Context: an optimization exercise on an open-source flow, tuned for small area. The choices shown serve that exercise and are no tape-out recipe. The RTL was checked by simulation tests, not by an equivalence proof against the original design.

===== flow/design.v =====
`timescale 1ns / 1ps
`default_nettype none
module ibis_texture_mapper
#(parameter TILE_SIZE_POW2_MAX = 9,
  parameter WIDTH = 11)
 (input wire logic aclk,
  input wire logic aresetn,
  input wire logic enable,
  input wire logic unsigned [6:0] write_registers,
  input wire logic unsigned [WIDTH - 1:0] x,
  input wire logic unsigned [WIDTH - 1:0] y,
  input wire logic unsigned [2:0] texture_power2,
  input wire logic signed [17:0] texture_matrixA,
  input wire logic signed [17:0] texture_matrixB,
  input wire logic signed [17:0] texture_matrixC,
  input wire logic signed [17:0] texture_matrixD,
  input wire logic signed [17:0] texture_translateX,
  input wire logic signed [17:0] texture_translateY,
  output logic unsigned [(TILE_SIZE_POW2_MAX * 2) - 1:0] map_address,
  output logic stencil_test,
  output logic stencil_step,
  output logic ready);
  logic [4:0] r_js;
  always_ff @(posedge aclk) begin
    if(!aresetn) r_js <= 5'b00000;
    else if(enable) r_js <= {r_js[3:0], ~r_js[4]};
  end
  wire ph0 = ~r_js[4] & ~r_js[0];
  wire ph1 =  r_js[0] & ~r_js[1];
  wire ph2 =  r_js[1] & ~r_js[2];
  wire ph3 =  r_js[2] & ~r_js[3];
  wire ph4 =  r_js[3] & ~r_js[4];
  wire ph5 =  r_js[4] &  r_js[0];
  wire ph6 = ~r_js[0] &  r_js[1];
  wire ph7 = ~r_js[1] &  r_js[2];
  wire ph8 = ~r_js[2] &  r_js[3];
  wire ph9 = ~r_js[3] &  r_js[4];
  logic [2:0] r_tp;  
  logic signed [17:0] r_A, r_B, r_C, r_D, r_Tx, r_Ty;
  logic [5:0] r_w;
  wire wr = enable & ph0;
  always_ff @(posedge aclk) begin
    if(!aresetn) begin
      r_tp <= 3'd4;
      r_w <= 6'b0;
    end else begin
      if(wr & write_registers[6]) r_tp <= texture_power2;
      if(wr) r_w <= r_w | write_registers[5:0];
    end
  end
  always_ff @(posedge aclk) begin
    if(wr & write_registers[4]) r_Tx <= texture_translateX;
    if(wr & write_registers[5]) r_Ty <= texture_translateY;
    if(wr & write_registers[0]) r_A <= texture_matrixA;
    if(wr & write_registers[1]) r_B <= texture_matrixB;
    if(wr & write_registers[2]) r_C <= texture_matrixC;
    if(wr & write_registers[3]) r_D <= texture_matrixD;
  end
  wire useT_y = ph2 | ph3 | ph4 | ph6 | ph8;
  wire [17:0] tsel = useT_y ? (r_Ty & {18{r_w[5]}}) : (r_Tx & {18{r_w[4]}});
  logic [9:0] r_xh, r_yh;
  wire [9:0] xyh_n;
  wire tlo_nz = |tsel[7:0];
  ibis_tm_rca #(10) u_xyh(.a({1'b0, ph3 ? y[8:0] : x[8:0]}), .b(~tsel[17:8]), .ci(~tlo_nz), .s(xyh_n));
  always_ff @(posedge aclk) begin
    if(enable & ph1) r_xh <= xyh_n;
    if(enable & ph3) r_yh <= xyh_n;
  end
  wire useY = ph2 | ph4 | ph6 | ph8;
  wire hi   = ph3 | ph4 | ph7 | ph8;
  wire start = ph1 | ph5;
  wire [9:0] hv = useY ? r_yh : r_xh;
  wire [10:0] win = hi ? {hv, 1'b0} : {tlo_nz, tlo_nz, tsel[7:0], 1'b0};
  wire selA = enable & (ph1 | ph3);
  wire selB = enable & (ph2 | ph4);
  wire selC = enable & (ph5 | ph7);
  wire selD = enable & (ph6 | ph8);
  wire [17:0] msel = ({18{selA & r_w[0]}} & r_A) | ({18{selB & r_w[1]}} & r_B)
                   | ({18{selC & r_w[2]}} & r_C) | ({18{selD & r_w[3]}} & r_D)
                   | {9'b0, (selA & ~r_w[0]) | (selD & ~r_w[3]), 8'b0};
  logic signed [27:0] r_S;
  logic signed [27:0] acc_in;
  always_comb begin
    if(enable & start) acc_in = 28'sd1 << (17 + r_tp);
    else if(enable & (ph3 | ph7)) acc_in = r_S >>> 8;
    else acc_in = r_S;
  end
  wire [27:0] sum;
  ibis_tm_mac u_mac(.m(msel), .win(win), .flip(~hi), .acc(acc_in), .sum(sum));
  always_ff @(posedge aclk) begin
    r_S <= sum;
  end
  function automatic logic zero_hi(input logic [27:0] h, input logic [2:0] tp);
    logic [7:0] m;
    m = 8'hff << tp;  
    zero_hi = ~|h[27:18] & ~|(h[17:10] & m);
  endfunction
  logic [8:0] r_uk;  
  logic r_zu;        
  always_ff @(posedge aclk) begin
    if(enable & ph4) begin
      r_uk <= sum[16:8];
      r_zu <= zero_hi(sum, r_tp);
    end
  end
  logic r_sx, r_sy, r_step;
  always_ff @(posedge aclk) begin
    if(!aresetn) begin
      r_sx <= 1'b0;
      r_sy <= 1'b0;
    end else begin
      if(enable & ph6) r_sx <= r_zu;
      if(enable & ph8) r_sy <= zero_hi(sum, r_tp);
    end
  end
  always_ff @(posedge aclk) begin
    if(enable & ph8) begin
      r_step <= ~r_uk[r_tp] & ~sum[8 + r_tp];  
    end
  end
  logic [17:0] r_addr;
  wire [17:0] addr_n;
  wire [8:0] amask = ~(9'h1fc << r_tp);
  wire [17:0] av = {9'b0, r_S[16:8] & amask} << 2;
  wire [17:0] av1 = r_tp[0] ? {av[16:0], 1'b0} : av;
  wire [17:0] av2 = r_tp[1] ? {av1[15:0], 2'b0} : av1;
  wire [17:0] av3 = r_tp[2] ? {av2[13:0], 4'b0} : av2;
  assign addr_n = av3 | {9'b0, r_uk & amask};
  always_ff @(posedge aclk) begin
    if(enable & ph9) r_addr <= addr_n;
  end
  assign map_address = r_addr;
  assign ready = ph9;
  assign stencil_test = r_sx & r_sy;
  assign stencil_step = r_step;
endmodule
module ibis_tm_mac(input wire [17:0] m, input wire [10:0] win, input wire flip, input wire [27:0] acc, output wire [27:0] sum);
  wire [18:0] m1 = {m[17], m};
  wire [18:0] m2 = {m, 1'b0};
  wire neg0 = win[2] ^ flip;
  wire one0 = win[1] ^ win[0];
  wire two0 = (win[2] & ~win[1] & ~win[0]) | (~win[2] & win[1] & win[0]);
  wire [18:0] r0 = ((m1 ^ {19{neg0}}) & {19{one0}}) | ((m2 ^ {19{neg0}}) & {19{two0}});
  wire nz0 = neg0 & (one0 | two0);
  wire neg1 = win[4] ^ flip;
  wire one1 = win[3] ^ win[2];
  wire two1 = (win[4] & ~win[3] & ~win[2]) | (~win[4] & win[3] & win[2]);
  wire [18:0] r1 = ((m1 ^ {19{neg1}}) & {19{one1}}) | ((m2 ^ {19{neg1}}) & {19{two1}});
  wire nz1 = neg1 & (one1 | two1);
  wire neg2 = win[6] ^ flip;
  wire one2 = win[5] ^ win[4];
  wire two2 = (win[6] & ~win[5] & ~win[4]) | (~win[6] & win[5] & win[4]);
  wire [18:0] r2 = ((m1 ^ {19{neg2}}) & {19{one2}}) | ((m2 ^ {19{neg2}}) & {19{two2}});
  wire nz2 = neg2 & (one2 | two2);
  wire neg3 = win[8] ^ flip;
  wire one3 = win[7] ^ win[6];
  wire two3 = (win[8] & ~win[7] & ~win[6]) | (~win[8] & win[7] & win[6]);
  wire [18:0] r3 = ((m1 ^ {19{neg3}}) & {19{one3}}) | ((m2 ^ {19{neg3}}) & {19{two3}});
  wire nz3 = neg3 & (one3 | two3);
  wire neg4 = win[10] ^ flip;
  wire one4 = win[9] ^ win[8];
  wire two4 = (win[10] & ~win[9] & ~win[8]) | (~win[10] & win[9] & win[8]);
  wire [18:0] r4 = ((m1 ^ {19{neg4}}) & {19{one4}}) | ((m2 ^ {19{neg4}}) & {19{two4}});
  wire nz4 = neg4 & (one4 | two4);
  wire t1 = r0[8] ^ r1[6];
  wire t2 = r0[8] & r1[6];
  wire t3 = r0[9] ^ r1[7];
  wire t4 = r0[9] & r1[7];
  wire t5 = r0[10] ^ r1[8];
  wire t6 = r0[10] & r1[8];
  wire t7 = r0[11] ^ r1[9];
  wire t8 = r0[11] & r1[9];
  wire t9 = r0[12] ^ r1[10];
  wire t10 = r0[12] & r1[10];
  wire t11 = r0[13] ^ r1[11];
  wire t12 = r0[13] & r1[11];
  wire t13 = r0[14] ^ r1[12];
  wire t14 = r0[14] & r1[12];
  wire t15 = r0[15] ^ r1[13];
  wire t16 = r0[15] & r1[13];
  wire t17 = r0[16] ^ r1[14];
  wire t18 = r0[16] & r1[14];
  wire t19 = r0[17] ^ r1[15];
  wire t20 = r0[17] & r1[15];
  wire t21 = 1'b1 ^ ~r0[18] ^ r1[16];
  wire t22 = (1'b1 & ~r0[18]) | (1'b1 & r1[16]) | (~r0[18] & r1[16]);
  wire t23 = 1'b1 ^ r1[17];
  wire t24 = 1'b1 & r1[17];
  wire t25 = r0[4] ^ r1[2];
  wire t26 = r0[4] & r1[2];
  wire t27 = r0[5] ^ r1[3];
  wire t28 = r0[5] & r1[3];
  wire t29 = r0[6] ^ r1[4] ^ r2[2];
  wire t30 = (r0[6] & r1[4]) | (r0[6] & r2[2]) | (r1[4] & r2[2]);
  wire t31 = r3[0] ^ nz3;
  wire t32 = r3[0] & nz3;
  wire t33 = r0[7] ^ r1[5] ^ r2[3];
  wire t34 = (r0[7] & r1[5]) | (r0[7] & r2[3]) | (r1[5] & r2[3]);
  wire t35 = r3[1] ^ acc[7];
  wire t36 = r3[1] & acc[7];
  wire t37 = t1 ^ r2[4] ^ r3[2];
  wire t38 = (t1 & r2[4]) | (t1 & r3[2]) | (r2[4] & r3[2]);
  wire t39 = r4[0] ^ nz4 ^ acc[8];
  wire t40 = (r4[0] & nz4) | (r4[0] & acc[8]) | (nz4 & acc[8]);
  wire t41 = t3 ^ r2[5] ^ r3[3];
  wire t42 = (t3 & r2[5]) | (t3 & r3[3]) | (r2[5] & r3[3]);
  wire t43 = r4[1] ^ acc[9] ^ t2;
  wire t44 = (r4[1] & acc[9]) | (r4[1] & t2) | (acc[9] & t2);
  wire t45 = t5 ^ r2[6] ^ r3[4];
  wire t46 = (t5 & r2[6]) | (t5 & r3[4]) | (r2[6] & r3[4]);
  wire t47 = r4[2] ^ acc[10] ^ t4;
  wire t48 = (r4[2] & acc[10]) | (r4[2] & t4) | (acc[10] & t4);
  wire t49 = t7 ^ r2[7] ^ r3[5];
  wire t50 = (t7 & r2[7]) | (t7 & r3[5]) | (r2[7] & r3[5]);
  wire t51 = r4[3] ^ acc[11] ^ t6;
  wire t52 = (r4[3] & acc[11]) | (r4[3] & t6) | (acc[11] & t6);
  wire t53 = t9 ^ r2[8] ^ r3[6];
  wire t54 = (t9 & r2[8]) | (t9 & r3[6]) | (r2[8] & r3[6]);
  wire t55 = r4[4] ^ acc[12] ^ t8;
  wire t56 = (r4[4] & acc[12]) | (r4[4] & t8) | (acc[12] & t8);
  wire t57 = t11 ^ r2[9] ^ r3[7];
  wire t58 = (t11 & r2[9]) | (t11 & r3[7]) | (r2[9] & r3[7]);
  wire t59 = r4[5] ^ acc[13] ^ t10;
  wire t60 = (r4[5] & acc[13]) | (r4[5] & t10) | (acc[13] & t10);
  wire t61 = t13 ^ r2[10] ^ r3[8];
  wire t62 = (t13 & r2[10]) | (t13 & r3[8]) | (r2[10] & r3[8]);
  wire t63 = r4[6] ^ acc[14] ^ t12;
  wire t64 = (r4[6] & acc[14]) | (r4[6] & t12) | (acc[14] & t12);
  wire t65 = t15 ^ r2[11] ^ r3[9];
  wire t66 = (t15 & r2[11]) | (t15 & r3[9]) | (r2[11] & r3[9]);
  wire t67 = r4[7] ^ acc[15] ^ t14;
  wire t68 = (r4[7] & acc[15]) | (r4[7] & t14) | (acc[15] & t14);
  wire t69 = t17 ^ r2[12] ^ r3[10];
  wire t70 = (t17 & r2[12]) | (t17 & r3[10]) | (r2[12] & r3[10]);
  wire t71 = r4[8] ^ acc[16] ^ t16;
  wire t72 = (r4[8] & acc[16]) | (r4[8] & t16) | (acc[16] & t16);
  wire t73 = t19 ^ r2[13] ^ r3[11];
  wire t74 = (t19 & r2[13]) | (t19 & r3[11]) | (r2[13] & r3[11]);
  wire t75 = r4[9] ^ acc[17] ^ t18;
  wire t76 = (r4[9] & acc[17]) | (r4[9] & t18) | (acc[17] & t18);
  wire t77 = t21 ^ r2[14] ^ r3[12];
  wire t78 = (t21 & r2[14]) | (t21 & r3[12]) | (r2[14] & r3[12]);
  wire t79 = r4[10] ^ acc[18] ^ t20;
  wire t80 = (r4[10] & acc[18]) | (r4[10] & t20) | (acc[18] & t20);
  wire t81 = t23 ^ r2[15] ^ r3[13];
  wire t82 = (t23 & r2[15]) | (t23 & r3[13]) | (r2[15] & r3[13]);
  wire t83 = r4[11] ^ acc[19] ^ t22;
  wire t84 = (r4[11] & acc[19]) | (r4[11] & t22) | (acc[19] & t22);
  wire t85 = ~r1[18] ^ r2[16] ^ r3[14];
  wire t86 = (~r1[18] & r2[16]) | (~r1[18] & r3[14]) | (r2[16] & r3[14]);
  wire t87 = r4[12] ^ acc[20] ^ t24;
  wire t88 = (r4[12] & acc[20]) | (r4[12] & t24) | (acc[20] & t24);
  wire t89 = 1'b1 ^ r2[17] ^ r3[15];
  wire t90 = (1'b1 & r2[17]) | (1'b1 & r3[15]) | (r2[17] & r3[15]);
  wire t91 = r4[13] ^ acc[21];
  wire t92 = r4[13] & acc[21];
  wire t93 = ~r2[18] ^ r3[16] ^ r4[14];
  wire t94 = (~r2[18] & r3[16]) | (~r2[18] & r4[14]) | (r3[16] & r4[14]);
  wire t95 = 1'b1 ^ r3[17];
  wire t96 = 1'b1 & r3[17];
  wire t97 = r0[2] ^ r1[0];
  wire t98 = r0[2] & r1[0];
  wire t99 = r0[3] ^ r1[1];
  wire t100 = r0[3] & r1[1];
  wire t101 = t25 ^ r2[0] ^ nz2;
  wire t102 = (t25 & r2[0]) | (t25 & nz2) | (r2[0] & nz2);
  wire t103 = t27 ^ r2[1] ^ acc[5];
  wire t104 = (t27 & r2[1]) | (t27 & acc[5]) | (r2[1] & acc[5]);
  wire t105 = t29 ^ t31 ^ acc[6];
  wire t106 = (t29 & t31) | (t29 & acc[6]) | (t31 & acc[6]);
  wire t107 = t33 ^ t35 ^ t30;
  wire t108 = (t33 & t35) | (t33 & t30) | (t35 & t30);
  wire t109 = t37 ^ t39 ^ t34;
  wire t110 = (t37 & t39) | (t37 & t34) | (t39 & t34);
  wire t111 = t41 ^ t43 ^ t38;
  wire t112 = (t41 & t43) | (t41 & t38) | (t43 & t38);
  wire t113 = t45 ^ t47 ^ t42;
  wire t114 = (t45 & t47) | (t45 & t42) | (t47 & t42);
  wire t115 = t49 ^ t51 ^ t46;
  wire t116 = (t49 & t51) | (t49 & t46) | (t51 & t46);
  wire t117 = t53 ^ t55 ^ t50;
  wire t118 = (t53 & t55) | (t53 & t50) | (t55 & t50);
  wire t119 = t57 ^ t59 ^ t54;
  wire t120 = (t57 & t59) | (t57 & t54) | (t59 & t54);
  wire t121 = t61 ^ t63 ^ t58;
  wire t122 = (t61 & t63) | (t61 & t58) | (t63 & t58);
  wire t123 = t65 ^ t67 ^ t62;
  wire t124 = (t65 & t67) | (t65 & t62) | (t67 & t62);
  wire t125 = t69 ^ t71 ^ t66;
  wire t126 = (t69 & t71) | (t69 & t66) | (t71 & t66);
  wire t127 = t73 ^ t75 ^ t70;
  wire t128 = (t73 & t75) | (t73 & t70) | (t75 & t70);
  wire t129 = t77 ^ t79 ^ t74;
  wire t130 = (t77 & t79) | (t77 & t74) | (t79 & t74);
  wire t131 = t81 ^ t83 ^ t78;
  wire t132 = (t81 & t83) | (t81 & t78) | (t83 & t78);
  wire t133 = t85 ^ t87 ^ t82;
  wire t134 = (t85 & t87) | (t85 & t82) | (t87 & t82);
  wire t135 = t89 ^ t91 ^ t86;
  wire t136 = (t89 & t91) | (t89 & t86) | (t91 & t86);
  wire t137 = t93 ^ acc[22] ^ t90;
  wire t138 = (t93 & acc[22]) | (t93 & t90) | (acc[22] & t90);
  wire t139 = t95 ^ r4[15] ^ acc[23];
  wire t140 = (t95 & r4[15]) | (t95 & acc[23]) | (r4[15] & acc[23]);
  wire t141 = ~r3[18] ^ r4[16] ^ acc[24];
  wire t142 = (~r3[18] & r4[16]) | (~r3[18] & acc[24]) | (r4[16] & acc[24]);
  wire t143 = 1'b1 ^ r4[17];
  wire t144 = 1'b1 & r4[17];
  wire t145 = r0[0] ^ nz0;
  wire t146 = r0[0] & nz0;
  wire t147 = r0[1] ^ acc[1];
  wire t148 = r0[1] & acc[1];
  wire t149 = t97 ^ nz1 ^ acc[2];
  wire t150 = (t97 & nz1) | (t97 & acc[2]) | (nz1 & acc[2]);
  wire t151 = t99 ^ acc[3] ^ t98;
  wire t152 = (t99 & acc[3]) | (t99 & t98) | (acc[3] & t98);
  wire t153 = t101 ^ acc[4] ^ t100;
  wire t154 = (t101 & acc[4]) | (t101 & t100) | (acc[4] & t100);
  wire t155 = t103 ^ t26 ^ t102;
  wire t156 = (t103 & t26) | (t103 & t102) | (t26 & t102);
  wire t157 = t105 ^ t28 ^ t104;
  wire t158 = (t105 & t28) | (t105 & t104) | (t28 & t104);
  wire t159 = t107 ^ t32 ^ t106;
  wire t160 = (t107 & t32) | (t107 & t106) | (t32 & t106);
  wire t161 = t109 ^ t36 ^ t108;
  wire t162 = (t109 & t36) | (t109 & t108) | (t36 & t108);
  wire t163 = t111 ^ t40 ^ t110;
  wire t164 = (t111 & t40) | (t111 & t110) | (t40 & t110);
  wire t165 = t113 ^ t44 ^ t112;
  wire t166 = (t113 & t44) | (t113 & t112) | (t44 & t112);
  wire t167 = t115 ^ t48 ^ t114;
  wire t168 = (t115 & t48) | (t115 & t114) | (t48 & t114);
  wire t169 = t117 ^ t52 ^ t116;
  wire t170 = (t117 & t52) | (t117 & t116) | (t52 & t116);
  wire t171 = t119 ^ t56 ^ t118;
  wire t172 = (t119 & t56) | (t119 & t118) | (t56 & t118);
  wire t173 = t121 ^ t60 ^ t120;
  wire t174 = (t121 & t60) | (t121 & t120) | (t60 & t120);
  wire t175 = t123 ^ t64 ^ t122;
  wire t176 = (t123 & t64) | (t123 & t122) | (t64 & t122);
  wire t177 = t125 ^ t68 ^ t124;
  wire t178 = (t125 & t68) | (t125 & t124) | (t68 & t124);
  wire t179 = t127 ^ t72 ^ t126;
  wire t180 = (t127 & t72) | (t127 & t126) | (t72 & t126);
  wire t181 = t129 ^ t76 ^ t128;
  wire t182 = (t129 & t76) | (t129 & t128) | (t76 & t128);
  wire t183 = t131 ^ t80 ^ t130;
  wire t184 = (t131 & t80) | (t131 & t130) | (t80 & t130);
  wire t185 = t133 ^ t84 ^ t132;
  wire t186 = (t133 & t84) | (t133 & t132) | (t84 & t132);
  wire t187 = t135 ^ t88 ^ t134;
  wire t188 = (t135 & t88) | (t135 & t134) | (t88 & t134);
  wire t189 = t137 ^ t92 ^ t136;
  wire t190 = (t137 & t92) | (t137 & t136) | (t92 & t136);
  wire t191 = t139 ^ t94 ^ t138;
  wire t192 = (t139 & t94) | (t139 & t138) | (t94 & t138);
  wire t193 = t141 ^ t96 ^ t140;
  wire t194 = (t141 & t96) | (t141 & t140) | (t96 & t140);
  wire t195 = t143 ^ acc[25] ^ t142;
  wire t196 = (t143 & acc[25]) | (t143 & t142) | (acc[25] & t142);
  wire t197 = ~r4[18] ^ acc[26] ^ t144;
  wire t198 = (~r4[18] & acc[26]) | (~r4[18] & t144) | (acc[26] & t144);
  wire t199 = 1'b1 ^ acc[27];
  wire t200 = 1'b1 & acc[27];
  wire [27:0] t201 = {t199, t197, t195, t193, t191, t189, t187, t185, t183, t181, t179, t177, t175, t173, t171, t169, t167, t165, t163, t161, t159, t157, t155, t153, t151, t149, t147, t145};
  wire [27:0] t202 = {t198, t196, t194, t192, t190, t188, t186, t184, t182, t180, t178, t176, t174, t172, t170, t168, t166, t164, t162, t160, t158, t156, t154, t152, t150, t148, t146, acc[0]};
  wire fp0_0 = t201[0] ^ t202[0];
  wire fg0_0 = t201[0] & t202[0];
  wire fp0_1 = t201[1] ^ t202[1];
  wire fg0_1 = t201[1] & t202[1];
  wire fp0_2 = t201[2] ^ t202[2];
  wire fg0_2 = t201[2] & t202[2];
  wire fp0_3 = t201[3] ^ t202[3];
  wire fg0_3 = t201[3] & t202[3];
  wire fp0_4 = t201[4] ^ t202[4];
  wire fg0_4 = t201[4] & t202[4];
  wire fp0_5 = t201[5] ^ t202[5];
  wire fg0_5 = t201[5] & t202[5];
  wire fp0_6 = t201[6] ^ t202[6];
  wire fg0_6 = t201[6] & t202[6];
  wire fp0_7 = t201[7] ^ t202[7];
  wire fg0_7 = t201[7] & t202[7];
  wire fp0_8 = t201[8] ^ t202[8];
  wire fg0_8 = t201[8] & t202[8];
  wire fp0_9 = t201[9] ^ t202[9];
  wire fg0_9 = t201[9] & t202[9];
  wire fp0_10 = t201[10] ^ t202[10];
  wire fg0_10 = t201[10] & t202[10];
  wire fp0_11 = t201[11] ^ t202[11];
  wire fg0_11 = t201[11] & t202[11];
  wire fp0_12 = t201[12] ^ t202[12];
  wire fg0_12 = t201[12] & t202[12];
  wire fp0_13 = t201[13] ^ t202[13];
  wire fg0_13 = t201[13] & t202[13];
  wire fp0_14 = t201[14] ^ t202[14];
  wire fg0_14 = t201[14] & t202[14];
  wire fp0_15 = t201[15] ^ t202[15];
  wire fg0_15 = t201[15] & t202[15];
  wire fp0_16 = t201[16] ^ t202[16];
  wire fg0_16 = t201[16] & t202[16];
  wire fp0_17 = t201[17] ^ t202[17];
  wire fg0_17 = t201[17] & t202[17];
  wire fp0_18 = t201[18] ^ t202[18];
  wire fg0_18 = t201[18] & t202[18];
  wire fp0_19 = t201[19] ^ t202[19];
  wire fg0_19 = t201[19] & t202[19];
  wire fp0_20 = t201[20] ^ t202[20];
  wire fg0_20 = t201[20] & t202[20];
  wire fp0_21 = t201[21] ^ t202[21];
  wire fg0_21 = t201[21] & t202[21];
  wire fp0_22 = t201[22] ^ t202[22];
  wire fg0_22 = t201[22] & t202[22];
  wire fp0_23 = t201[23] ^ t202[23];
  wire fg0_23 = t201[23] & t202[23];
  wire fp0_24 = t201[24] ^ t202[24];
  wire fg0_24 = t201[24] & t202[24];
  wire fp0_25 = t201[25] ^ t202[25];
  wire fg0_25 = t201[25] & t202[25];
  wire fp0_26 = t201[26] ^ t202[26];
  wire fg0_26 = t201[26] & t202[26];
  wire fp0_27 = t201[27] ^ t202[27];
  wire fg0_27 = t201[27] & t202[27];
  wire fg_1 = fg0_1 | (fp0_1 & fg0_0);
  wire fpp_1 = fp0_1 & fp0_0;
  wire fg_2 = fg0_3 | (fp0_3 & fg0_2);
  wire fpp_2 = fp0_3 & fp0_2;
  wire fg_3 = fg0_5 | (fp0_5 & fg0_4);
  wire fpp_3 = fp0_5 & fp0_4;
  wire fg_4 = fg0_7 | (fp0_7 & fg0_6);
  wire fpp_4 = fp0_7 & fp0_6;
  wire fg_5 = fg0_9 | (fp0_9 & fg0_8);
  wire fpp_5 = fp0_9 & fp0_8;
  wire fg_6 = fg0_11 | (fp0_11 & fg0_10);
  wire fpp_6 = fp0_11 & fp0_10;
  wire fg_7 = fg0_13 | (fp0_13 & fg0_12);
  wire fpp_7 = fp0_13 & fp0_12;
  wire fg_8 = fg0_15 | (fp0_15 & fg0_14);
  wire fpp_8 = fp0_15 & fp0_14;
  wire fg_9 = fg0_17 | (fp0_17 & fg0_16);
  wire fpp_9 = fp0_17 & fp0_16;
  wire fg_10 = fg0_19 | (fp0_19 & fg0_18);
  wire fpp_10 = fp0_19 & fp0_18;
  wire fg_11 = fg0_21 | (fp0_21 & fg0_20);
  wire fpp_11 = fp0_21 & fp0_20;
  wire fg_12 = fg0_23 | (fp0_23 & fg0_22);
  wire fpp_12 = fp0_23 & fp0_22;
  wire fg_13 = fg0_25 | (fp0_25 & fg0_24);
  wire fpp_13 = fp0_25 & fp0_24;
  wire fg_14 = fg0_27 | (fp0_27 & fg0_26);
  wire fpp_14 = fp0_27 & fp0_26;
  wire fg_15 = fg_2 | (fpp_2 & fg_1);
  wire fpp_15 = fpp_2 & fpp_1;
  wire fg_16 = fg_4 | (fpp_4 & fg_3);
  wire fpp_16 = fpp_4 & fpp_3;
  wire fg_17 = fg_6 | (fpp_6 & fg_5);
  wire fpp_17 = fpp_6 & fpp_5;
  wire fg_18 = fg_8 | (fpp_8 & fg_7);
  wire fpp_18 = fpp_8 & fpp_7;
  wire fg_19 = fg_10 | (fpp_10 & fg_9);
  wire fpp_19 = fpp_10 & fpp_9;
  wire fg_20 = fg_12 | (fpp_12 & fg_11);
  wire fpp_20 = fpp_12 & fpp_11;
  wire fg_21 = fg_14 | (fpp_14 & fg_13);
  wire fpp_21 = fpp_14 & fpp_13;
  wire fg_22 = fg_16 | (fpp_16 & fg_15);
  wire fpp_22 = fpp_16 & fpp_15;
  wire fg_23 = fg_18 | (fpp_18 & fg_17);
  wire fpp_23 = fpp_18 & fpp_17;
  wire fg_24 = fg_20 | (fpp_20 & fg_19);
  wire fpp_24 = fpp_20 & fpp_19;
  wire fg_25 = fg_23 | (fpp_23 & fg_22);
  wire fpp_25 = fpp_23 & fpp_22;
  wire fg_26 = fg_24 | (fpp_24 & fg_25);
  wire fpp_26 = fpp_24 & fpp_25;
  wire fg_27 = fg_17 | (fpp_17 & fg_22);
  wire fpp_27 = fpp_17 & fpp_22;
  wire fg_28 = fg_19 | (fpp_19 & fg_25);
  wire fpp_28 = fpp_19 & fpp_25;
  wire fg_29 = fg_21 | (fpp_21 & fg_26);
  wire fpp_29 = fpp_21 & fpp_26;
  wire fg_30 = fg_3 | (fpp_3 & fg_15);
  wire fpp_30 = fpp_3 & fpp_15;
  wire fg_31 = fg_5 | (fpp_5 & fg_22);
  wire fpp_31 = fpp_5 & fpp_22;
  wire fg_32 = fg_7 | (fpp_7 & fg_27);
  wire fpp_32 = fpp_7 & fpp_27;
  wire fg_33 = fg_9 | (fpp_9 & fg_25);
  wire fpp_33 = fpp_9 & fpp_25;
  wire fg_34 = fg_11 | (fpp_11 & fg_28);
  wire fpp_34 = fpp_11 & fpp_28;
  wire fg_35 = fg_13 | (fpp_13 & fg_26);
  wire fpp_35 = fpp_13 & fpp_26;
  wire fg_36 = fg0_2 | (fp0_2 & fg_1);
  wire fpp_36 = fp0_2 & fpp_1;
  wire fg_37 = fg0_4 | (fp0_4 & fg_15);
  wire fpp_37 = fp0_4 & fpp_15;
  wire fg_38 = fg0_6 | (fp0_6 & fg_30);
  wire fpp_38 = fp0_6 & fpp_30;
  wire fg_39 = fg0_8 | (fp0_8 & fg_22);
  wire fpp_39 = fp0_8 & fpp_22;
  wire fg_40 = fg0_10 | (fp0_10 & fg_31);
  wire fpp_40 = fp0_10 & fpp_31;
  wire fg_41 = fg0_12 | (fp0_12 & fg_27);
  wire fpp_41 = fp0_12 & fpp_27;
  wire fg_42 = fg0_14 | (fp0_14 & fg_32);
  wire fpp_42 = fp0_14 & fpp_32;
  wire fg_43 = fg0_16 | (fp0_16 & fg_25);
  wire fpp_43 = fp0_16 & fpp_25;
  wire fg_44 = fg0_18 | (fp0_18 & fg_33);
  wire fpp_44 = fp0_18 & fpp_33;
  wire fg_45 = fg0_20 | (fp0_20 & fg_28);
  wire fpp_45 = fp0_20 & fpp_28;
  wire fg_46 = fg0_22 | (fp0_22 & fg_34);
  wire fpp_46 = fp0_22 & fpp_34;
  wire fg_47 = fg0_24 | (fp0_24 & fg_26);
  wire fpp_47 = fp0_24 & fpp_26;
  wire fg_48 = fg0_26 | (fp0_26 & fg_35);
  wire fpp_48 = fp0_26 & fpp_35;
  assign sum[0] = fp0_0 ^ 1'b0;
  assign sum[1] = fp0_1 ^ fg0_0;
  assign sum[2] = fp0_2 ^ fg_1;
  assign sum[3] = fp0_3 ^ fg_36;
  assign sum[4] = fp0_4 ^ fg_15;
  assign sum[5] = fp0_5 ^ fg_37;
  assign sum[6] = fp0_6 ^ fg_30;
  assign sum[7] = fp0_7 ^ fg_38;
  assign sum[8] = fp0_8 ^ fg_22;
  assign sum[9] = fp0_9 ^ fg_39;
  assign sum[10] = fp0_10 ^ fg_31;
  assign sum[11] = fp0_11 ^ fg_40;
  assign sum[12] = fp0_12 ^ fg_27;
  assign sum[13] = fp0_13 ^ fg_41;
  assign sum[14] = fp0_14 ^ fg_32;
  assign sum[15] = fp0_15 ^ fg_42;
  assign sum[16] = fp0_16 ^ fg_25;
  assign sum[17] = fp0_17 ^ fg_43;
  assign sum[18] = fp0_18 ^ fg_33;
  assign sum[19] = fp0_19 ^ fg_44;
  assign sum[20] = fp0_20 ^ fg_28;
  assign sum[21] = fp0_21 ^ fg_45;
  assign sum[22] = fp0_22 ^ fg_34;
  assign sum[23] = fp0_23 ^ fg_46;
  assign sum[24] = fp0_24 ^ fg_26;
  assign sum[25] = fp0_25 ^ fg_47;
  assign sum[26] = fp0_26 ^ fg_35;
  assign sum[27] = fp0_27 ^ fg_48;
endmodule
module ibis_tm_rca #(parameter N = 10)
 (input wire logic [N - 1:0] a,
  input wire logic [N - 1:0] b,
  input wire logic ci,
  output logic [N - 1:0] s);
  wire [N:0] c;
  assign c[0] = ci;
  for(genvar i = 0; i < N; i++) begin: g_bit
    assign s[i] = a[i] ^ b[i] ^ c[i];
    assign c[i + 1] = (a[i] & b[i]) | (a[i] & c[i]) | (b[i] & c[i]);
  end
endmodule

===== flow/flow/run.sh =====
#!/bin/bash
set -euo pipefail
here=$(pwd)
rm -rf "$here/orfs_scripts"
cp -r "$FLOW_HOME/scripts" "$here/orfs_scripts"
cp "$here/flow/abc_area.script" "$here/orfs_scripts/abc_area.script"
export SCRIPTS_DIR="$here/orfs_scripts"
export SYNTH_ARGS="-noabc"
export BUFFER_PORTS_ARGS="-buffer_cell sky130_fd_sc_hd__buf_1"
export CTS_ARGS="-sink_clustering_enable -repair_clock_nets -dont_use_dummy_load -sink_clustering_size 8 -sink_clustering_max_diameter 40 -buf_list sky130_fd_sc_hd__clkbuf_4"
bash standard.sh > standard.log 2>&1

===== flow/flow/abc_area.script =====
strash
dc2
dch -f
map -a
topo

===== flow/standard.sh =====
#!/bin/bash
# synth_recipe.tcl (not shown) runs the flow's synth.tcl, then flattens the netlist and writes it again
# the make line also repeats each setting of config.mk as NAME=value (left out here)
make -C /OpenROAD-flow-scripts/flow DESIGN_CONFIG=/design/flow/config.mk WORK_HOME=/design/flow/orfs CLKGATE_MAP_FILE= SYNTH_SCRIPT=/design/flow/synth_recipe.tcl "${@:-finish}"

===== flow/config.mk =====
export PLATFORM = sky130hd
export DESIGN_NAME = ibis_texture_mapper
export DESIGN_NICKNAME = ibis_texture_mapper
export VERILOG_FILES = /design/flow/design.v
export SDC_FILE = /design/flow/constraint.sdc
export NUM_CORES = 4
export LEC_CHECK = 0
export ABC_AREA = 1
export CAP_MARGIN = 20
export CORE_MARGIN = 2
export CORE_UTILIZATION = 40
export SLEW_MARGIN = 20

===== flow/constraint.sdc =====
create_clock -name core_clock -period 10.0 [get_ports {aclk}]
set_input_delay 2.0000 -clock core_clock [delete_from_list [all_inputs] [get_ports {aclk}]]
set_output_delay 2.0000 -clock core_clock [all_outputs]
set_load 0.01 [all_outputs]

==> results of run 1 <==
## per-stage QoR
stage / util [%] / hold slack [ps] / cell area [sq um] / std cells
2_1_floorplan: - / 425 / 12300 / 1072
3_3_place_gp: 45.4 / 437 / 13800 / 1678
3_5_place_dp: 45.4 / 439 / 13800 / 1679
4_1_cts: 46.2 / 452 / 14100 / 1714
5_1_grt: 46.3 / 478 / 14100 / 1716
6_report: 46.3 / 453 / 14100 / 1716
## worst max-delay path by stage
stage | startpoint | slack [ps] | to | depth (start not counted)
2_1_floorplan | r_js[2]$_SDFFE_PN0P_ | 1040 | r_sy$_SDFFE_PN0P_ | 40
3_3_place_gp | enable | 240 | r_sy$_SDFFE_PN0P_ | 39
3_5_place_dp | enable | 110 | r_sy$_SDFFE_PN0P_ | 39
4_1_cts | enable | 730 | r_sy$_SDFFE_PN0P_ | 39
5_1_grt | enable | 180 | r_sy$_SDFFE_PN0P_ | 43
6_report | enable | 840 | r_sy$_SDFFE_PN0P_ | 40
## flip-flops by register name (all words and copies together) (netlist names), 3 cells and up
name	flops
r_w	6
r_yh	10
r_C	18
r_Tx	18
r_js	5
r_uk	9
r_A	18
r_Ty	18
r_addr	18
r_tp	3
r_xh	10
r_B	18
r_D	18
r_S	28
## layout make-up
cell class / count / share of cell area (%)
well taps: 396 / 3.52
clock buffers: 35 / 1.87
multi-input cells: 770 / 45.0
flip-flops and latches: 201 / 39.7
repair buffers: 212 / 7.12
inverters: 101 / 2.69
diodes: 1 / 0.0178
## per-layer routing
metal	routed length, um	vias to the layer above	track usage [%]
li1	-	4429	-
met1	14200	4289	28.3
met2	13000	341	28.9
met3	1930	55	3.24
met4	655	0	5.85
met5	0	-	0
## synthesized netlist by cell type, types with 9 or more instances
cell type | count | share of area [%]
a21oi_1 | 65 | 2.6
a221oi_1 | 18 | 1.3
a32o_1 | 27 | 2.2
clkinv_1 | 101 | 3.1
dfxtp_1 | 44 | 7.2
edfxtp_1 | 157 | 38
fa_1 | 98 | 16
ha_1 | 47 | 4.8
mux2i_1 | 12 | 0.98
nand2_1 | 82 | 2.5
nand3_1 | 28 | 1.1
nor2_1 | 91 | 2.8
nor3_1 | 9 | 0.37
o21ai_0 | 62 | 2.5
o22ai_1 | 85 | 4.3
xnor2_1 | 33 | 2.3
xor2_1 | 73 | 5.2
## cells by family (layout without fill, tap and decap cells)
family,Yosys count,after routing,synth area share (%)
AO/OA/AOI/OAI,285,285,14.8
AND/OR/NAND/NOR,222,222,7.42
other,0,1,0
XOR/XNOR,106,106,7.54
multiplexers,12,12,0.976
buffers and inverters,101,348,3.08
flip-flops,201,201,45.5
adder cells (fa/ha/maj),145,145,20.7
## worst register-to-register path: cells and delay by family, from the launching register on
| kind | cells | cell delay [ps] |
|---|---|---|
| AOI/OAI and AO/OA | 6 | 1210 |
| adders and majority gates | 6 | 2650 |
| buffers and inverters | 4 | 1100 |
| DFF | 1 | 370 |
| and+or+nand+nor | 25 | 3450 |
==> results_dict.tcl, run 1 <==
set metrics [dict create \
    die_h_um 179 \
    cts_tree "done" \
    drv_slew 0 \
    dr.pass1.iters 5 \
    grt_max_degree 27 \
    cts_buffers 35 \
    worst-r2r-cell-count 41 \
    core_area_sq_um 30400 \
    htreeDepth 2 \
    mostFrequentLayoutCells "buf_1, edfxtp_1, clkinv_1" \
    first_iter_violations 453 \
    critPathBufInv 7 \
    antenna_found_initial 1 \
    synth_area_sq_um 12300 \
    fmax_mhz 109 \
    ys_types 33 \
    worstPathRequired_ps 10500 \
    grt_overflow 0 \
    setup_violations 0 \
    worst_pin_slew_ps 947 \
    r2r_end "r_sy$_SDFFE_PN0P_" \
    ioPinCount 164 \
    final_hold_viol_count 0 \
    ys_seq_area_share_pct 45.5 \
    grt_setup_unrepaired "no" \
    hold_path_class "reg2reg" \
    fin_crit_sh_pct 91.6 \
    ant_nets 0 \
    hp-start "r_w[4]$_SDFFE_PN0P_" \
    crit_path_frequent_cell "nand2_1" \
    multi_input_area_sq_um 6340 \
    synthCells 1072 \
    synth-main-ff-cell "edfxtp_1" \
    postCtsHoldBufs 0 \
    cp-end-kind "flip-flop" \
    pre_cts_ws_ps 114 \
    dp_hpwl_um 24300 \
    start_util_pct 40.4 \
    syn_nets 1360 \
    status "finished clean" \
    min_path_cells 2 \
    cts_resized 0 \
    drive_above_1_share_pct 7.35 \
    register_area_sq_um 5600 \
    crit_family "adder cells" \
    ys_ff_latch 201 \
    fin_crit_ps 9160 \
    post-route-drc-count 0 \
    cts_root_buf "clkbuf_4" \
    synth.avg_cell_area_sq_um 11.5 \
    layout_commonest_cell "buf_1" \
    wl_um 29900 \
    synth_edf_count 157 \
    post_cts_buffers 0 \
    cp_max_fo 10 \
    post_drt_wl_per_cell_um 17.4 \
    io_buffers 159 \
    crit_type "in2reg" \
    max_stage_delay_ps 580 \
    rows 64 \
    worstSetupStartpointType "input pin" \
    max_cap_viol_count 0 \
    finalSetupTns_ps 0 \
    clk_pin_slew_worst_paths_ps 90 \
    grt_pass1_wl_um 49300 \
    globalplace.congestion 0.880 \
    areaGrowthSynthToFinish_pct 14.4 \
    fin_ws_ps 843 \
    die_x_um 179 \
    first_global_vias 9321 \
    postSynth.asyncResetShare_pct 0 \
    yosysWarnings 1 \
    num-nets-final 1609 \
    ff2ff_setup_slack_ps 1210 \
    track_usage_pct 19.1 \
    hold_end "r_w[4]$_SDFFE_PN0P_" \
    crit_arrival_ps 9650 \
    rr_startpoint "r_js[2]$_SDFFE_PN0P_" \
    insertion_delay_ps 650 \
    fin_skew_ps 130 \
    viasPerCell 5.31 \
    clk_path_buf_depth 3 \
    dieArea_sq_um 32200 \
    cts_sinks 201 \
    fillers 2920 \
    via_count 9114 \
    slowest_stage "fa_1" \
    max_slew_margin_pct 36.6 \
]
==> inputs of run 2 (changes only) <==
--- a/flow/flow/run.sh
+++ b/flow/flow/run.sh
@@ -9,3 +9,3 @@
 export BUFFER_PORTS_ARGS="-buffer_cell sky130_fd_sc_hd__buf_1"
 export CTS_ARGS="-sink_clustering_enable -repair_clock_nets -dont_use_dummy_load -sink_clustering_size 8 -sink_clustering_max_diameter 40 -buf_list sky130_fd_sc_hd__clkbuf_4"
-bash standard.sh > standard.log 2>&1
+bash standard.sh MATCH_CELL_FOOTPRINT=0 finish > standard.log 2>&1
==> flow/flow/abc_area.script (replaced) <==
strash
dc2
dch -f
amap
topo
==> results_dict.tcl, run 2 <==
set metrics [dict create \
    status "finished clean" \
    dp_hpwl_um 26000 \
    synth.area.top_cells "edfxtp_1, fa_1, o22ai_1" \
    crit_type "in2reg" \
    cts_sinks 201 \
    synth_edf_count 157 \
    grt_setup_unrepaired "no" \
    cp-startpoint "enable" \
    syn_nets 1335 \
    fin_skew_ps 86.3 \
    hp-start "r_sx$_SDFFE_PN0P_" \
    insertion_delay_ps 630 \
    dr.pass1.iters 5 \
    die_h_um 178 \
    rows 63 \
    cts_tree "done" \
    hold_path_class "reg2reg" \
    final_hold_viol_count 0 \
    grt_overflow 0 \
    postSynth.asyncResetShare_pct 0 \
    ys_types 34 \
    clk_path_buf_depth 3 \
    clk_pin_slew_worst_paths_ps 60 \
    die_x_um 178 \
    cts_buffers 37 \
    io_buffers 159 \
    pre_cts_ws_ps -380 \
    fin_ws_ps 703 \
    globalplace.congestion 0.911 \
    grt_pass1_wl_um 51300 \
    antenna_found_initial 1 \
    ys_seq_area_share_pct 46.3 \
    drive_above_1_share_pct 9.06 \
    critPathBufInv 6 \
    final_cells 1705 \
    setup_violations 0 \
    cp-end-kind "flip-flop" \
    areaGrowthSynthToFinish_pct 16.1 \
    worstPathRequired_ps 10470 \
    post_cts_buffers 0 \
    cp_max_fo 18 \
    post_drt_wl_per_cell_um 19.2 \
    track_usage_pct 21.1 \
    fin_crit_sh_pct 93.0 \
    yosysMostFrequentCell "o22ai_1" \
    yosysWarnings 1 \
    first_global_vias 9605 \
    via_count 9662 \
    htreeDepth 2 \
    max_slew_margin_pct 27.6 \
    synth.top_cells.by_count "o22ai_1, edfxtp_1, clkinv_1, nor2_1, fa_1" \
    synth.avg_cell_area_sq_um 11.5 \
    fmax_mhz 108 \
    wl_um 32700 \
    first_iter_violations 686 \
    postCtsHoldBufs 0 \
    viasPerCell 5.67 \
    layout_commonest_cell "o22ai_1" \
    num-nets-final 1604 \
    worst_pin_slew_ps 1080 \
    yosysTopAreaCell "edfxtp_1" \
    dp_cells 1667 \
    ff2ff_setup_slack_ps 800 \
    synth_area_sq_um 12100 \
    crit_path_frequent_cell "nand2_1" \
    synthCells 1047 \
    drv_slew 0 \
    mostFrequentLayoutCells "o22ai_1, buf_1, edfxtp_1" \
    worstSetupStartpointType "input pin" \
    ant_nets 0 \
    grt_max_degree 28 \
    fillers 2807 \
    cts_root_buf "clkbuf_4" \
    fin_crit_ps 9300 \
    max_stage_delay_ps 580 \
    dieArea_sq_um 31600 \
    crit_arrival_ps 9770 \
    ys_ff_latch 201 \
    largest_register_ff_count 28 \
    max_cap_viol_count 0 \
    rr_startpoint "r_js[1]$_SDFFE_PN0P_" \
    slowest_stage "fa_1" \
    crit_family "simple AND/OR/NAND/NOR gates" \
    synth_top_area_share_pct 39.0 \
    ioPinCount 164 \
    regMostFlops "r_S" \
    core_area_sq_um 29700 \
    start_util_pct 40.7 \
    post-route-drc-count 0 \
    synth-main-ff-cell "edfxtp_1" \
]
[run 2: cell count changes after synthesis, sizes merged, moves of 14 or more]
| cell | change |
|---|---|
| o22ai | +104 |
| xor2 | -73 |
| nand2 | -44 |
| o21ai | -33 |
| xnor2 | -33 |
| a32o | -27 |
| o22a | +25 |
| a21oi | -22 |
| a22o | +18 |
| clkinv | +18 |
| o32ai | +16 |
| nor2b | +14 |
[run 2: cell type report]
class | count | area (sq um) | area share (%)
multi-input cells | 727 | 6090 | 43.4
flip-flops and latches | 201 | 5600 | 39.9
repair buffers | 230 | 1130 | 8.05
well taps | 390 | 488 | 3.48
inverters | 119 | 447 | 3.18
clock buffers | 37 | 278 | 1.98
diodes | 1 | 2.50 | 0.0178
[run 2: cell families (layout without fill, tap and decap cells)]
logic type                 count (synthesis)  count (layout)  share of synthesized area, %
AOI/OAI and AO/OA                        391             391                          22.2
buffers and inverters                    119             386                          3.70
and+or+nand+nor                          191             191                          6.73
other                                      0               1                             0
adders and majority gates                145             145                          21.1
DFF                                      201             201                          46.3
[run 2: per-layer routing]
layer	global-route usage, %	vias to the layer above	share of wire (%)
met5	0	-	0
met4	6.42	0	2.6
met3	3.08	59	6.7
met2	31.8	386	43
met1	31.5	4588	47
li1	-	4629	-
[run 2: stage by stage]
| step | hold WS, ps | TNS (ps) | cell area (sq um) | util, % |
|---|---|---|---|---|
| 2_1_floorplan | 418 | 0 | 12100 | - |
| 3_3_place_gp | 426 | -329 | 13700 | 46.2 |
| 3_5_place_dp | 430 | -607 | 13700 | 46.2 |
| 4_1_cts | 440 | 0 | 14000 | 47.1 |
| 5_1_grt | 460 | 0 | 14000 | 47.2 |
| 6_report | 437 | 0 | 14000 | 47.2 |
[run 2: timing repair]
action / CTS / global route
endpoints found under the hold margin: 0 / 0
endpoints found under the setup margin: 0 / 2
gates resized for setup: 0 / 5
[run 2: final timing paths]
kind	depth (start not counted)	to
setup / recovery	42	r_sy$_SDFFE_PN0P_
hold / removal	2	r_sx$_SDFFE_PN0P_
setup reg to reg	43	r_sy$_SDFFE_PN0P_
hold reg to reg	2	r_sx$_SDFFE_PN0P_
[run 2: tightest hold or removal path: stages (launching register included)]
cell      delay (ps)
dfxtp_1          300
clkinv_1          50
a21oi_1           50
==> inputs of run 3 (changes only) <==
--- a/flow/config.mk
+++ b/flow/config.mk
@@ -10,3 +10,4 @@
 export CORE_MARGIN = 2
 export CORE_UTILIZATION = 40
+export GPL_TIMING_DRIVEN = 0
 export SLEW_MARGIN = 20
==> results_dict.tcl, run 3 <==
set metrics [dict create \
    dp_hpwl_um 25000 \
    cts_root_buf "clkbuf_4" \
    final_util_pct 47.7 \
    dieArea_sq_um 31600 \
    ys_seq_area_share_pct 46.3 \
    largest_register_ff_count 28 \
    fmax_mhz 105 \
    cts_buffers 35 \
    core_area_sq_um 29700 \
    max_stage_delay_ps 600 \
    cts_tree "done" \
    post-route-drc-count 0 \
    ys_types 34 \
    drv_slew 0 \
    worstPathRequired_ps 10470 \
    track_usage_pct 21.1 \
    htreeDepth 2 \
    areaGrowthSynthToFinish_pct 17.4 \
    crit_path_frequent_cell "nand2_1" \
    num-nets-final 1573 \
    globalplace.congestion 0.905 \
    fin_crit_sh_pct 95.2 \
    postSynth.asyncResetShare_pct 0 \
    start_util_pct 40.7 \
    post_drt_wl_per_cell_um 19.4 \
    first_global_vias 9619 \
    yosysMostFrequentCell "o22ai_1" \
    wl_um 32400 \
    setup_violations 0 \
    critPathBufInv 4 \
    first_iter_violations 832 \
    ant_nets 0 \
    synth_edf_count 157 \
    ioPinCount 164 \
    yosysTopAreaCell "edfxtp_1" \
    final_hold_viol_count 0 \
    crit_arrival_ps 9990 \
    dr.pass1.iters 5 \
    grt_overflow 0 \
    die_x_um 178 \
    rows 63 \
    viasPerCell 5.76 \
    clk_path_buf_depth 3 \
    postCtsHoldBufs 0 \
    synth.top_cells.by_count "o22ai_1, edfxtp_1, clkinv_1, nor2_1, fa_1" \
    mostFrequentLayoutCells "o22ai_1, buf_1, edfxtp_1" \
    synth_top_area_share_pct 39.0 \
    layout_commonest_cell "o22ai_1" \
    status "finished clean" \
    via_count 9637 \
    worstSetupStartpointType "input pin" \
    regMostFlops "r_S" \
    grt_pass1_wl_um 52000 \
    antenna_found_initial 1 \
    max_slew_margin_pct 30.6 \
    synth.area.top_cells "edfxtp_1, fa_1, o22ai_1" \
    max_cap_viol_count 0 \
    cp-end-kind "flip-flop" \
    crit_type "in2reg" \
    drive_above_1_share_pct 10.9 \
    io_buffers 159 \
    cts_sinks 201 \
    syn_nets 1335 \
    hold_path_class "reg2reg" \
    synth_area_sq_um 12100 \
    clk_pin_slew_worst_paths_ps 60 \
    yosysWarnings 1 \
    die_h_um 178 \
    synth-main-ff-cell "edfxtp_1" \
    crit_family "simple AND/OR/NAND/NOR gates" \
    synthCells 1047 \
    cp_max_fo 10 \
    fin_crit_ps 9520 \
    insertion_delay_ps 610 \
    grt_max_degree 29 \
    slowest_stage "fa_1" \
    fin_skew_ps 88.8 \
    ys_ff_latch 201 \
    synth.avg_cell_area_sq_um 11.5 \
    worst_pin_slew_ps 1040 \
]
run 3: cell counts after synthesis:
Identical to the previous run, type by type.
run 3: worst paths after layout:
kind | cells after the start | end | start | slack, ps
setup / recovery | 40 | r_sy$_SDFFE_PN0P_ | enable | 480
hold / removal | 2 | r_sx$_SDFFE_PN0P_ | r_sx$_SDFFE_PN0P_ | 440
setup reg to reg | 41 | r_sy$_SDFFE_PN0P_ | r_js[3]$_SDFFE_PN0P_ | 740
hold reg to reg | 2 | r_sx$_SDFFE_PN0P_ | r_sx$_SDFFE_PN0P_ | 440
run 3: area by class of cell:
cell class              count  area, sq um
clock buffers              35          263
well taps                 390          488
flip-flops and latches    201         5600
repair inverters            1         5.00
repair buffers            199          948
multi-input cells         728         6390
fillers                  2747        15500
inverters                 119          488
diodes                      1         2.50
run 3: worst min-delay path, stage by stage (launching register included):
cell	delay, ps
dfxtp_1	300
clkinv_1	50
a21oi_1	50
run 3: metal layers:
layer | vias up | track usage, % | part of all wire (%) | routed length, um
met4 | 0 | 5.05 | 1.9 | 628
met3 | 50 | 3.86 | 7.6 | 2470
met1 | 4571 | 31.7 | 47 | 15400
met5 | - | 0 | 0 | 0
li1 | 4582 | - | - | -
met2 | 434 | 31.6 | 43 | 13900
run 3: metrics by stage:
| step | instances | worst slack (ps) | instance area, sq um | TNS [ps] | hold slack [ps] |
|---|---|---|---|---|---|
| floorplan | 1047 | 58.1 | 12100 | 0 | 418 |
| global placement | 1596 | -3330 | 13200 | -40470 | 426 |
| detailed placement | 1605 | -1660 | 13300 | -5620 | 430 |
| CTS | 1658 | 109 | 13900 | 0 | 441 |
| global route | 1674 | -12.1 | 14200 | -12.1 | 464 |
| finish | 1674 | 483 | 14200 | 0 | 437 |
run 3: kinds of logic after synthesis:
group | Yosys count | share of synthesized area, %
AND/OR/NAND/NOR | 191 | 6.73
flip-flops | 201 | 46.3
buffers and inverters | 119 | 3.70
AO/OA/AOI/OAI | 391 | 22.2
adder cells (fa/ha/maj) | 145 | 21.1
run 3: repair_timing:
| item | in CTS | in global routing |
|---|---|---|
| pin swaps | 3 | 4 |
| endpoints found under the setup margin | 8 | 3 |
| buffers inserted | 17 | 14 |
| gates cloned | 1 | 1 |
| resized for setup | 35 | 33 |
==> inputs of run 4 (changes only) <==
--- a/flow/flow/run.sh
+++ b/flow/flow/run.sh
@@ -9,3 +9,3 @@
 export BUFFER_PORTS_ARGS="-buffer_cell sky130_fd_sc_hd__buf_1"
 export CTS_ARGS="-sink_clustering_enable -repair_clock_nets -dont_use_dummy_load -sink_clustering_size 8 -sink_clustering_max_diameter 40 -buf_list sky130_fd_sc_hd__clkbuf_4"
-bash standard.sh MATCH_CELL_FOOTPRINT=0 finish > standard.log 2>&1
+bash standard.sh > standard.log 2>&1
==> flow/flow/abc_area.script (replaced) <==
strash
dc2
dch -f
amap
topo
stime -c
buffer -c
upsize -c
dnsize -c
--- a/flow/config.mk
+++ b/flow/config.mk
@@ -10,4 +10,3 @@
 export CORE_MARGIN = 2
 export CORE_UTILIZATION = 40
-export GPL_TIMING_DRIVEN = 0
 export SLEW_MARGIN = 20
==> results_dict.tcl, run 4 <==
set metrics [dict create \
    num-nets-final 1583 \
    areaGrowthSynthToFinish_pct 12.3 \
    cts_root_buf "clkbuf_4" \
    final_cells 1691 \
    ys_ff_latch 201 \
    first_iter_violations 627 \
    max_slew_margin_pct 29.9 \
    track_usage_pct 19.6 \
    core_area_sq_um 30600 \
    post_drt_wl_per_cell_um 19.1 \
    drv_slew 0 \
    worstSetupStartpointType "input pin" \
    layout_commonest_cell "o22ai_1" \
    start_util_pct 40.7 \
    ioPinCount 164 \
    synth.top_cells.by_count "o22ai_1, edfxtp_1, inv_1, fa_1, nor2_1" \
    dp_hpwl_um 25700 \
    htreeDepth 1 \
    slowest_stage "fa_1" \
    via_count 9573 \
    clk_path_buf_depth 3 \
    grt_overflow 0 \
    dp_cells 1659 \
    postCtsHoldBufs 0 \
    synth.area.top_cells "edfxtp_1, fa_1, o22ai_1" \
    max_cap_viol_count 0 \
    dieArea_sq_um 32600 \
    synth.avg_cell_area_sq_um 11.2 \
    post_cts_buffers 0 \
    worst-r2r-cell-count 46 \
    cts_tree "done" \
    dr.pass1.iters 5 \
    max_stage_delay_ps 590 \
    whs_ps 456 \
    wl_um 32200 \
    post_dp_cell_area_sq_um 13700 \
    ant_nets 0 \
    clk_pin_slew_worst_paths_ps 80 \
    final_util_pct 45.7 \
    yosysWarnings 1 \
    yosysMostFrequentCell "o22ai_1" \
    cp-end-kind "flip-flop" \
    drive_above_1_share_pct 10.5 \
    yosysTopAreaCell "edfxtp_1" \
    fin_crit_ps 9160 \
    final_hold_viol_count 0 \
    mostFrequentLayoutCells "o22ai_1, buf_1, edfxtp_1" \
    synthCells 1108 \
    synth_area_sq_um 12400 \
    antenna_found_initial 1 \
    min_path_cells 2 \
    globalplace.congestion 0.927 \
    grt_max_degree 28 \
    fin_crit_sh_pct 91.6 \
    rows 64 \
    worst_pin_slew_ps 1050 \
    post-route-drc-count 0 \
    cts_sinks 201 \
    insertion_delay_ps 740 \
    synth_top_area_share_pct 37.9 \
    cts_buffers 30 \
    fmax_mhz 109 \
    worstPathRequired_ps 10560 \
    largest_register_ff_count 28 \
    cp_max_fo 18 \
    viasPerCell 5.66 \
    crit_type "in2reg" \
    crit_arrival_ps 9720 \
    grt_pass1_wl_um 51000 \
    setup_violations 0 \
    cts_resized 0 \
    status "finished clean" \
    regMostFlops "r_S" \
    hold_path_class "reg2reg" \
    ys_seq_area_share_pct 44.9 \
    synth-main-ff-cell "edfxtp_1" \
    first_global_vias 9533 \
    die_h_um 180 \
    syn_nets 1396 \
    final_cell_area_sq_um 14000 \
    postSynth.asyncResetShare_pct 0 \
    die_x_um 180 \
    synth_edf_count 157 \
    fin_skew_ps 109 \
    grt_setup_unrepaired "no" \
    ys_types 54 \
    io_buffers 159 \
]
## run 4: changes by cell type after synthesis, sizes merged
cell / change
clkbuf: +44
clkinv: -118
buf: +17
inv: +118
## run 4: cells by family (layout without fill, tap and decap cells)
group	after synthesis	count (layout)	share of synthesized area (%)
other	0	2	0
adder cells (fa/ha/maj)	145	145	20.5
AO/OA/AOI/OAI	391	391	22.0
AND/OR/NAND/NOR	191	191	6.84
buffers and inverters	180	365	5.71
flip-flops	201	201	44.9
## run 4: per-stage QoR
| stage | setup slack (ps) | setup TNS (ps) |
|---|---|---|
| detailed placement | -7.43 | -7.43 |
| finish | 840 | 0 |
| global placement | 104 | 0 |
| CTS | 669 | 0 |
| floorplan | 213 | 0 |
| global route | 49.8 | 0 |
## run 4: path summary, 6_finish.rpt
kind                             start           endpoint  slack, ps
setup / recovery                enable  r_sy$_SDFFE_PN0P_        840
hold / removal       r_sx$_SDFFE_PN0P_  r_sx$_SDFFE_PN0P_        460
setup reg to reg  r_js[2]$_SDFFE_PN0P_  r_sy$_SDFFE_PN0P_       1090
hold reg to reg      r_sx$_SDFFE_PN0P_  r_sx$_SDFFE_PN0P_        460
## run 4: final cells by class
| cell class | instances | area (sq um) |
|---|---|---|
| clock buffer | 30 | 225 |
| antenna | 2 | 5.00 |
| timing repair buffer | 216 | 1040 |
| multi-input combinational | 727 | 6170 |
| inverter | 119 | 447 |
| sequential | 201 | 5600 |
| tap | 396 | 495 |
| fill | 2956 | 16600 |
## run 4: metal layers
layer  track usage (%)  routed length [um]  vias to the layer above
met2              29.6               13800                      369
met3              3.09                2270                       61
met1              29.2               15300                     4575
met4              5.55                 922                        0
met5                 0                   0                        -
li1                  -                   -                     4568
## run 4: worst max-delay path, delay by kind of cell
family	cells	cell delay (ps)
and+or+nand+nor	25	3200
adders and majority gates	5	2150
AOI/OAI and AO/OA	8	1480
buffers and inverters	5	850
==> inputs of run 5 (changes only) <==
--- a/flow/config.mk
+++ b/flow/config.mk
@@ -9,4 +9,5 @@
 export CAP_MARGIN = 20
 export CORE_MARGIN = 2
-export CORE_UTILIZATION = 40
+export CORE_UTILIZATION = 55
+export PLACE_DENSITY = 0.75
 export SLEW_MARGIN = 20
==> results_dict.tcl, run 5 <==
set metrics [dict create \
    clk_pin_slew_worst_paths_ps 90 \
    cts_root_buf "clkbuf_4" \
    yosysMostFrequentCell "o22ai_1" \
    synth_area_sq_um 12400 \
    die_h_um 154 \
    regMostFlops "r_S" \
    via_count 9811 \
    yosysTopAreaCell "edfxtp_1" \
    crit_type "in2reg" \
    largest_register_ff_count 28 \
    setup_violations 0 \
    postCtsHoldBufs 0 \
    die_x_um 154 \
    grt_overflow 0 \
    ant_nets 0 \
    fmax_mhz 109 \
    dieArea_sq_um 23900 \
    final_cells 1574 \
    rows 55 \
    start_util_pct 55.5 \
    slowest_stage "fa_1" \
    grt_pass1_wl_um 50500 \
    post-route-drc-count 0 \
    clk_path_buf_depth 3 \
    postSynth.asyncResetShare_pct 0 \
    synthCells 1108 \
    min_path_cells 2 \
    cp-end-kind "flip-flop" \
    fillers 1847 \
    worst_pin_slew_ps 1080 \
    worstSetupStartpointType "input pin" \
    grt_setup_unrepaired "no" \
    post_cts_buffers 0 \
    synth.top_cells.by_count "o22ai_1, edfxtp_1, inv_1, fa_1, nor2_1" \
    synth_edf_count 157 \
    globalplace.congestion 0.932 \
    drive_above_1_share_pct 10.2 \
    insertion_delay_ps 700 \
    first_iter_violations 677 \
    fin_crit_ps 9210 \
    dp_cells 1542 \
    final_util_pct 61.4 \
    whs_ps 471 \
    ys_seq_area_share_pct 44.9 \
    grt_max_degree 28 \
    fin_skew_ps 73.9 \
    cp_max_fo 12 \
    final_cell_area_sq_um 13800 \
    synth.avg_cell_area_sq_um 11.2 \
    first_global_vias 9629 \
    io_buffers 159 \
    cts_tree "done" \
    layout_commonest_cell "o22ai_1" \
    htreeDepth 1 \
    crit_arrival_ps 9830 \
    drv_slew 0 \
    ys_types 54 \
    syn_nets 1396 \
    max_cap_viol_count 0 \
    fin_crit_sh_pct 92.1 \
    antenna_found_initial 1 \
    worstPathRequired_ps 10620 \
    num-nets-final 1578 \
    areaGrowthSynthToFinish_pct 10.7 \
    synth-main-ff-cell "edfxtp_1" \
    dp_hpwl_um 24800 \
    synth.area.top_cells "edfxtp_1, fa_1, o22ai_1" \
    core_area_sq_um 22400 \
    ioPinCount 164 \
    synth_top_area_share_pct 37.9 \
    post_dp_cell_area_sq_um 13500 \
    wl_um 31300 \
    post_drt_wl_per_cell_um 19.9 \
    yosysWarnings 1 \
    cts_resized 0 \
    fin_ws_ps 791 \
    max_stage_delay_ps 580 \
    max_slew_margin_pct 27.4 \
    mostFrequentLayoutCells "o22ai_1, buf_1, edfxtp_1" \
    track_usage_pct 26.6 \
    cts_sinks 201 \
    status "finished clean" \
    final_hold_viol_count 0 \
    pre_cts_ws_ps -87.1 \
    hold_path_class "reg2reg" \
    cts_buffers 31 \
    ys_ff_latch 201 \
    dr.pass1.iters 6 \
    viasPerCell 6.23 \
    worst-r2r-cell-count 46 \
]
-- run 5: cell counts after synthesis --
Identical to the previous run, type by type.
-- run 5: logic make-up after synthesis --
kind of cell             Yosys count  share of synthesized area [%]
AO/OA/AOI/OAI                    391                           22.0
flip-flops                       201                           44.9
AND/OR/NAND/NOR                  191                           6.84
buffers and inverters            180                           5.71
adder cells (fa/ha/maj)          145                           20.5
-- run 5: final timing paths --
kind                                           start                 to  slack, ps
worst max-delay path                          enable  r_sy$_SDFFE_PN0P_        790
worst min-delay path               r_sx$_SDFFE_PN0P_  r_sx$_SDFFE_PN0P_        470
worst max register to register  r_js[3]$_SDFFE_PN0P_  r_sy$_SDFFE_PN0P_        830
worst min register to register     r_sx$_SDFFE_PN0P_  r_sx$_SDFFE_PN0P_        470
-- run 5: layout make-up --
cell class | count | area (sq um) | area share [%]
clock buffer | 31 | 233 | 1.69
inverter | 119 | 447 | 3.24
sequential | 201 | 5600 | 40.6
tap | 285 | 357 | 2.59
multi-input combinational | 727 | 6170 | 44.7
antenna | 1 | 2.50 | 0.0182
timing repair buffer | 210 | 980 | 7.11
-- run 5: worst max-delay path: cells and delay by family --
kind | cells | cell delay [ps]
buffers and inverters | 4 | 680
AO/OA/AOI/OAI | 8 | 1600
adder cells (fa/ha/maj) | 5 | 2130
AND/OR/NAND/NOR | 25 | 3390
-- run 5: routing by layer --
metal	GRT usage, %	up-vias	wire [um]
met5	0	-	0
met4	7.89	0	895
met3	4.43	60	2600
met2	41.5	475	14200
met1	38.9	4716	13600
li1	-	4560	-
-- run 5: per-stage QoR --
| stage | TNS [ps] |
|---|---|
| 6_report | 0 |
| 5_1_grt | 0 |
| 4_1_cts | 0 |
| 3_5_place_dp | -87.1 |
| 3_3_place_gp | 0 |
| 2_1_floorplan | 0 |

## port drivers added, routing unchanged
The flow's constraints put no driver on any port. The routed layouts listed below were extracted and timed again, unchanged, in two steps. Step 1, drivers: a clkbuf_16 drives aclk and a buf_2 each remaining input, both assumed. Step 2 moves the port delays by t, midway between the first and last clock arrival at a register: inputs arrive t later, outputs are due t later. That takes back most of the time a late clock gives input paths. Slacks: ideal ports / drivers / drivers and shift; pairs: ideal ports / drivers.
| run | t, ns | slack for setup (ns) | latest minus earliest clock arrival (ns) |
|---|---|---|---|
| run 1 | 0.628 | 0.843 / 0.845 / 0.217 | 0.129 / 0.130 |
| run 2 | 0.631 | 0.703 / 0.695 / 0.063 | 0.086 / 0.087 |
| run 3 | 0.617 | 0.483 / 0.484 / -0.134 | 0.093 / 0.093 |
| run 4 | 0.733 | 0.840 / 0.860 / 0.127 | 0.110 / 0.109 |
| run 5 | 0.700 | 0.791 / 0.813 / 0.113 | 0.074 / 0.074 |
With both steps, setup timing fails in run 3, where it was met with ideal ports. For run 4, which loses most, drivers alone change the setup slack by +0.020 ns; drivers and shift together by -0.713 ns.
